Context: an optimization exercise on an open-source flow, tuned for small area. The choices shown serve that exercise and are no tape-out recipe. At most, simulation tests tie the RTL to the original design; equivalence was not proved. Power is estimated from default activity; no workload was simulated.

==> inputs of job 882 <==
==> flow/design.v <==
module cfg_test_top(
    input             clk ,
    input             rstn ,
    input      [31:0] addr ,
    input      [31:0] wdata ,
    output reg [31:0] rdata ,
    output            rdata_vld ,
    input             wr ,
    input             rd
);
wire [5:0] a = addr[5:0];
function [31:0] inc32b(input [31:0] q, input ci);
    integer i, k;
    reg     c, bc;
    begin
        bc = ci;
        for (k = 0; k < 8; k = k + 1) begin
            c = bc;
            for (i = 4 * k; i < 4 * k + 4; i = i + 1) begin
                inc32b[i] = q[i] ^ c;
                c         = c & q[i];
            end
            bc = bc & (&q[4 * k +: 4]);
        end
    end
endfunction
reg        rd_count_mode;
reg        sample_mode;
reg [31:0] r02, r03, r04, r10, r11, r12, r13, r14;
always @(posedge clk) begin
    if (!rstn) begin
        rd_count_mode <= 1'b0;
        sample_mode   <= 1'b0;
        r02 <= 32'd0;
        r03 <= 32'd0;
        r04 <= 32'd0;
        r10 <= 32'd0;
        r11 <= 32'd0;
        r12 <= 32'd0;
        r13 <= 32'd0;
        r14 <= 32'd0;
    end else if (wr) begin
        case (a)
            6'h00: rd_count_mode <= wdata[0];
            6'h01: sample_mode   <= wdata[0];
            6'h02: r02 <= wdata;
            6'h03: r03 <= wdata;
            6'h04: r04 <= wdata;
            6'h10: r10 <= wdata;
            6'h11: r11 <= wdata;
            6'h12: r12 <= wdata;
            6'h13: r13 <= wdata;
            6'h14: r14 <= wdata;
            default: ;
        endcase
    end
end
reg  [6:0]  ul;
reg  [11:0] uh;
reg         s_prev;
wire        uh_fb = uh[11] ^ uh[5] ^ uh[3] ^ uh[0] ^ (uh[10:0] == 11'd0);
wire        s = |uh | (ul[6:5] == 2'b11 & |ul[4:2]);
always @(posedge clk) begin
    if (!rstn) begin
        ul <= 7'd0;
        uh <= 12'd0;
    end else begin
        ul <= ul + 7'd1;
        if (&ul)
            uh <= {uh[10:0], uh_fb};
    end
    s_prev <= s;
end
wire e = s & ~s_prev;
reg  [31:0] acc;
wire        is23 = (a == 6'h23);
wire [31:0] acc_inc = inc32b(acc, sample_mode ? s : e);
always @(posedge clk) begin
    if (!rstn)
        acc <= 32'd0;
    else if (wr && is23)
        acc <= wdata;
    else if (rd && is23 && !rd_count_mode)
        acc <= 32'd0;
    else
        acc <= acc_inc;
end
reg  [5:0] ar;
reg  [31:0] x;
wire        xs_acc = a[0];
wire        xs_x   = ~a[0] & a[5] & (ar == 6'h02);
wire        xs_r02 = ~a[0] & ~xs_x;
wire [31:0] nx;
cfg_ao222n u_xm [31:0] (.s({32{xs_acc, xs_x, xs_r02}}), .d0(acc), .d1(x), .d2(r02), .y(nx));
always @(posedge clk)
    x <= inc32b(~nx, a[0] ? (sample_mode & s) : a[5]);
reg        v1, v2;
always @(posedge clk) begin
    ar <= {a[5:2], a[1] & rstn, a[0]};
    v1 <= rd;
    v2 <= v1;
end
assign rdata_vld = v2;
wire       g0  = ar[5:3] == 3'b000;
wire       g2  = ar[5:3] == 3'b010;
wire       g4  = ar[5:3] == 3'b100;
wire [2:0] lo  = ar[2:0];
wire       s00 = g0 & lo == 3'd0;
wire       s01 = g0 & lo == 3'd1;
wire       s02 = g0 & lo == 3'd2;
wire       s03 = g0 & lo == 3'd3;
wire       s04 = g0 & lo == 3'd4;
wire       s10 = g2 & lo == 3'd0;
wire       s11 = g2 & lo == 3'd1;
wire       s12 = g2 & lo == 3'd2;
wire       s13 = g2 & lo == 3'd3;
wire       s14 = g2 & lo == 3'd4;
wire       sx  = g4 & (lo == 3'd0 | lo == 3'd3);
wire       s21 = g4 & lo == 3'd1;
wire       sdf = ~((g0 | g2) & lo <= 3'd4) & ~(g4 & lo <= 3'd3);
wire [31:0] n0, n1, n2;
cfg_ao222n u_m0 [31:0] (.s({32{s02, s03, s04}}), .d0(r02), .d1(r03), .d2(r04), .y(n0));
cfg_ao222n u_m1 [31:0] (.s({32{s10, s11, s12}}), .d0(r10), .d1(r11), .d2(r12), .y(n1));
cfg_ao222n u_m2 [31:0] (.s({32{s13, s14, sx}}),  .d0(r13), .d1(r14), .d2(x),   .y(n2));
always @(posedge clk)
    rdata <= ~(n0 & n1 & n2)
           | ({32{sdf}} & 32'hF0F0F0F0)
           | {31'd0, s00 & rd_count_mode | s01 & sample_mode | s21};
endmodule
module cfg_ao222n (
    input  [2:0] s,
    input        d0,
    input        d1,
    input        d2,
    output       y
);
assign y = ~(s[2] & d0 | s[1] & d1 | s[0] & d2);
endmodule
==> flow/flow/run.sh <==
#!/bin/bash
set -euo pipefail
work=$(pwd)
rm -rf "$work/scripts"
mkdir -p "$work/scripts"
cp -r "$FLOW_HOME/scripts/." "$work/scripts/"
cp "$work/flow/abc.script" "$work/scripts/abc_speed.script"
export SCRIPTS_DIR="$work/scripts"
export BUFFER_PORTS_ARGS="-buffer_cell sky130_fd_sc_hd__buf_1"
bash standard.sh > "$work/orfs_make.log" 2>&1
==> flow/flow/abc.script <==
&get -n
&st
&syn4
&dch
&nf -a -R 1000
&put
==> flow/standard.sh <==
#!/bin/bash
# synth_recipe.tcl (not shown) runs the flow's synth.tcl, then flattens the netlist and writes it again
# the make line also repeats each setting of config.mk as NAME=value (left out here)
make -C /OpenROAD-flow-scripts/flow DESIGN_CONFIG=/design/flow/config.mk WORK_HOME=/design/flow/orfs CLKGATE_MAP_FILE= SYNTH_SCRIPT=/design/flow/synth_recipe.tcl "${@:-finish}"
==> flow/config.mk <==
export PLATFORM = sky130hd
export DESIGN_NAME = cfg_test_top
export DESIGN_NICKNAME = cfg_test_top
export VERILOG_FILES = /design/flow/design.v
export SDC_FILE = /design/flow/constraint.sdc
export NUM_CORES = 4
export LEC_CHECK = 0
export CAP_MARGIN = 0
export CORE_MARGIN = 2
export CORE_UTILIZATION = 78
export CTS_BUF_LIST = sky130_fd_sc_hd__clkbuf_8
export CTS_CLUSTER_DIAMETER = 100
export CTS_CLUSTER_SIZE = 16
export SLEW_MARGIN = 0
export SYNTH_HIERARCHICAL = 1
==> flow/constraint.sdc <==
create_clock -name core_clock -period 5.0 [get_ports {clk}]
set_input_delay 1.0000 -clock core_clock [delete_from_list [all_inputs] [get_ports {clk}]]
set_output_delay 1.0000 -clock core_clock [all_outputs]
set_load 0.01 [all_outputs]
==> job 9983 (differences from job 882) <==
==> flow/design.v, changed modules only <==
module cfg_test_top(
    input             clk ,
    input             rstn ,
    input      [31:0] addr ,
    input      [31:0] wdata ,
    output reg [31:0] rdata ,
    output            rdata_vld ,
    input             wr ,
    input             rd
);
wire [5:0] a = addr[5:0];
reg        rd_count_mode;
reg        sample_mode;
reg [31:0] r02, r03, r04, r10, r11, r12, r13, r14;
wire [31:0] wd = wdata & {32{rstn}};
wire        ld = wr | ~rstn;
always @(posedge clk) begin
    if (ld && (!rstn || a == 6'h00)) rd_count_mode <= wd[0];
    if (ld && (!rstn || a == 6'h01)) sample_mode   <= wd[0];
    if (ld && (!rstn || a == 6'h02)) r02 <= wd;
    if (ld && (!rstn || a == 6'h03)) r03 <= wd;
    if (ld && (!rstn || a == 6'h04)) r04 <= wd;
    if (ld && (!rstn || a == 6'h10)) r10 <= wd;
    if (ld && (!rstn || a == 6'h11)) r11 <= wd;
    if (ld && (!rstn || a == 6'h12)) r12 <= wd;
    if (ld && (!rstn || a == 6'h13)) r13 <= wd;
    if (ld && (!rstn || a == 6'h14)) r14 <= wd;
end
reg [31:0] p1;
reg        rst_d;
always @(posedge clk) begin
    p1    <= r02;
    rst_d <= ~rstn;
end
reg  [18:0] up;
reg         s_prev;
wire        s = |up[18:7] | (up[6:5] == 2'b11 & |up[4:2]);    
always @(posedge clk) begin
    up     <= rstn ? up + 19'd1 : 19'd0;
    s_prev <= s;
end
wire e = s & ~s_prev;
reg  [31:0] acc;
wire        is23 = (a == 6'h23);
wire [31:0] acc_inc = acc + {31'd0, sample_mode ? s : e};
always @(posedge clk) begin
    if (!rstn || (wr && is23))
        acc <= wd;
    else if (rd && is23 && !rd_count_mode)
        acc <= 32'd0;
    else
        acc <= acc_inc;
end
reg  [31:0] x;
always @(posedge clk)
    x <= (a[0] ? acc : p1) + {31'd0, a[0] ? (sample_mode & s) : 1'b1};
reg  [5:0] ar;
reg        v1, v2;
always @(posedge clk) begin
    ar <= {a[5:1], a[0] | (rst_d & a[5] & ~a[1])};
    v1 <= rd;
    v2 <= v1;
end
assign rdata_vld = v2;
always @(posedge clk) begin
    case (ar)
        6'h00: rdata <= {31'd0, rd_count_mode};
        6'h01: rdata <= {31'd0, sample_mode};
        6'h02: rdata <= r02;
        6'h03: rdata <= r03;
        6'h04: rdata <= r04;
        6'h10: rdata <= r10;
        6'h11: rdata <= r11;
        6'h12: rdata <= r12;
        6'h13: rdata <= r13;
        6'h14: rdata <= r14;
        6'h20: rdata <= x;
        6'h21: rdata <= 32'h1;
        6'h22: rdata <= 32'h0;
        6'h23: rdata <= x;
        default: rdata <= 32'hF0F0F0F0;
    endcase
end
endmodule
// module cfg_ao222n removed
==> flow/flow/abc.script (replaced) <==
&get -n
&st
&syn2
&dch
&nf -a -R 1000
&put
- CAP_MARGIN: 0 -> 20
- CORE_UTILIZATION: 78 -> 40
- CTS_CLUSTER_DIAMETER: 100 -> 60
- CTS_CLUSTER_SIZE: 16 -> 14
- SLEW_MARGIN: 0 -> 20
- SYNTH_HIERARCHICAL: 1 -> default
==> job 5400 (differences from job 882) <==
==> flow/design.v, changed modules only <==
module cfg_test_top(
    input             clk ,
    input             rstn ,
    input      [31:0] addr ,
    input      [31:0] wdata ,
    output reg [31:0] rdata ,
    output            rdata_vld ,
    input             wr ,
    input             rd
);
wire [5:0] a = addr[5:0];
function [31:0] inc32(input [31:0] q, input ci);
    integer i;
    reg     c;
    begin
        c = ci;
        for (i = 0; i < 32; i = i + 1) begin
            inc32[i] = q[i] ^ c;
            c        = c & q[i];
        end
    end
endfunction
function [31:0] inc32b(input [31:0] q, input ci);
    integer i, k;
    reg     c, bc;
    begin
        bc = ci;
        for (k = 0; k < 8; k = k + 1) begin
            c = bc;
            for (i = 4 * k; i < 4 * k + 4; i = i + 1) begin
                inc32b[i] = q[i] ^ c;
                c         = c & q[i];
            end
            bc = bc & (&q[4 * k +: 4]);
        end
    end
endfunction
reg        rd_count_mode;
reg        sample_mode;
reg [31:0] r02, r03, r04, r10, r11, r12, r13, r14;
always @(posedge clk) begin
    if (!rstn) begin
        rd_count_mode <= 1'b0;
        sample_mode   <= 1'b0;
        r02 <= 32'd0;
        r03 <= 32'd0;
        r04 <= 32'd0;
        r10 <= 32'd0;
        r11 <= 32'd0;
        r12 <= 32'd0;
        r13 <= 32'd0;
        r14 <= 32'd0;
    end else if (wr) begin
        case (a)
            6'h00: rd_count_mode <= wdata[0];
            6'h01: sample_mode   <= wdata[0];
            6'h02: r02 <= wdata;
            6'h03: r03 <= wdata;
            6'h04: r04 <= wdata;
            6'h10: r10 <= wdata;
            6'h11: r11 <= wdata;
            6'h12: r12 <= wdata;
            6'h13: r13 <= wdata;
            6'h14: r14 <= wdata;
            default: ;
        endcase
    end
end
reg        rst_d;
always @(posedge clk)
    rst_d <= ~rstn;
reg  [18:0] up;
reg         s_prev;
wire        s = |up[18:7] | (up[6:5] == 2'b11 & |up[4:2]);    
always @(posedge clk) begin
    up     <= rstn ? inc32({13'd0, up}, 1'b1) : 19'd0;
    s_prev <= s;
end
wire e = s & ~s_prev;
reg  [31:0] acc;
wire        is23 = (a == 6'h23);
wire [31:0] acc_inc = inc32(acc, sample_mode ? s : e);
always @(posedge clk) begin
    if (!rstn)
        acc <= 32'd0;
    else if (wr && is23)
        acc <= wdata;
    else if (rd && is23 && !rd_count_mode)
        acc <= 32'd0;
    else
        acc <= acc_inc;
end
reg  [5:0] ar;
reg  [31:0] x;
wire [31:0] p1 = (ar == 6'h02) ? x : r02;
always @(posedge clk)
    x <= inc32b(a[0] ? acc : (a[5] ? p1 : r02), a[0] ? (sample_mode & s) : a[5]);
reg        v1, v2;
always @(posedge clk) begin
    ar <= {a[5:1], a[0] | (rst_d & a[5] & ~a[1])};
    v1 <= rd;
    v2 <= v1;
end
assign rdata_vld = v2;
always @(posedge clk) begin
    case (ar)
        6'h00: rdata <= {31'd0, rd_count_mode};
        6'h01: rdata <= {31'd0, sample_mode};
        6'h02: rdata <= r02;
        6'h03: rdata <= r03;
        6'h04: rdata <= r04;
        6'h10: rdata <= r10;
        6'h11: rdata <= r11;
        6'h12: rdata <= r12;
        6'h13: rdata <= r13;
        6'h14: rdata <= r14;
        6'h20: rdata <= x;
        6'h21: rdata <= 32'h1;
        6'h22: rdata <= 32'h0;
        6'h23: rdata <= x;
        default: rdata <= 32'hF0F0F0F0;
    endcase
end
endmodule
// module cfg_ao222n removed
- CORE_UTILIZATION: 78 -> 70
- SYNTH_HIERARCHICAL: 1 -> default
==> comparison table <==
| metric | job 882 | job 5400 | job 9983 |
|---|---|---|---|
| Startpoint-to-endpoint class of the critical path | register to register | register to register | primary input to register |
| Number of clock sinks | 382 | 383 | 415 |
| Core area | 16600 sq um | 18900 sq um | 36500 sq um |
| Cts bufs inserted | 27 | 27 | 37 |
| Max rail drop VDD | 0.000290 V | 0.000279 V | 0.000195 V |
| Total placed cells including tap cells | 1395 | 1518 | 1617 |
| Switching component of the power | 0.00110 W | 0.00111 W | 0.00147 W |
| Setup slack, reg-to-reg | 0.84 ns | -1.27 ns | 1.15 ns |
| Number of instances resized during post-cts repair | 0 | 5 | 0 |
| Worst Setup SP | ar[2] | up[11] | addr[0] |
| Cell Pwr Density | 321 nW/um^2 | 302 nW/um^2 | 374 nW/um^2 |
| Library cell appearing most often on the critical path | sky130_fd_sc_hd__ha_1 | sky130_fd_sc_hd__ha_4 | - |
| Sequential cell area fraction in the yosys report | 57.3% | 56.5% | 73.8% |
| Multi-input gate area in the final layout | 5760 sq um | 6480 sq um | 3890 sq um |
| Run status | finished clean | failed layout checks | finished clean |
| Layout check failures | - | negative setup slack | - |
For job 5400, only the layout was checked, not whether the RTL still works.

[afterwards: timing with drivers on the ports]
In the flow no input, the clock included, has a driving cell. The finished layouts below were timed again as built, in two steps.
Step 1 (the two cells are an assumption about what drives the block):
set clk [get_ports {clk}]
set_driving_cell -lib_cell sky130_fd_sc_hd__clkbuf_16 $clk
set_driving_cell -lib_cell sky130_fd_sc_hd__buf_2 [delete_from_list [all_inputs] $clk]
Step 2 moves the port delays by t, midway between the first and last clock arrival at a register: inputs arrive t later, outputs are due t later. That takes back most of the time a late clock gives input paths.
Slacks: ideal ports / drivers / drivers and shift; pairs: ideal ports / drivers.
| run | shift t [ns] | setup slack, ns | pins driven straight from the clock port |
|---|---|---|---|
| job 882 | 0.631 | 0.844 / 0.844 / 0.428 | 1 |
| job 9983 | 0.616 | 0.925 / 0.926 / 0.310 | 1 |
| job 5400 | 0.657 | -1.272 / -1.272 / -1.272 | 1 |
For job 9983, which loses most, drivers alone change the setup slack by +0.001 ns; drivers and shift together by -0.615 ns.
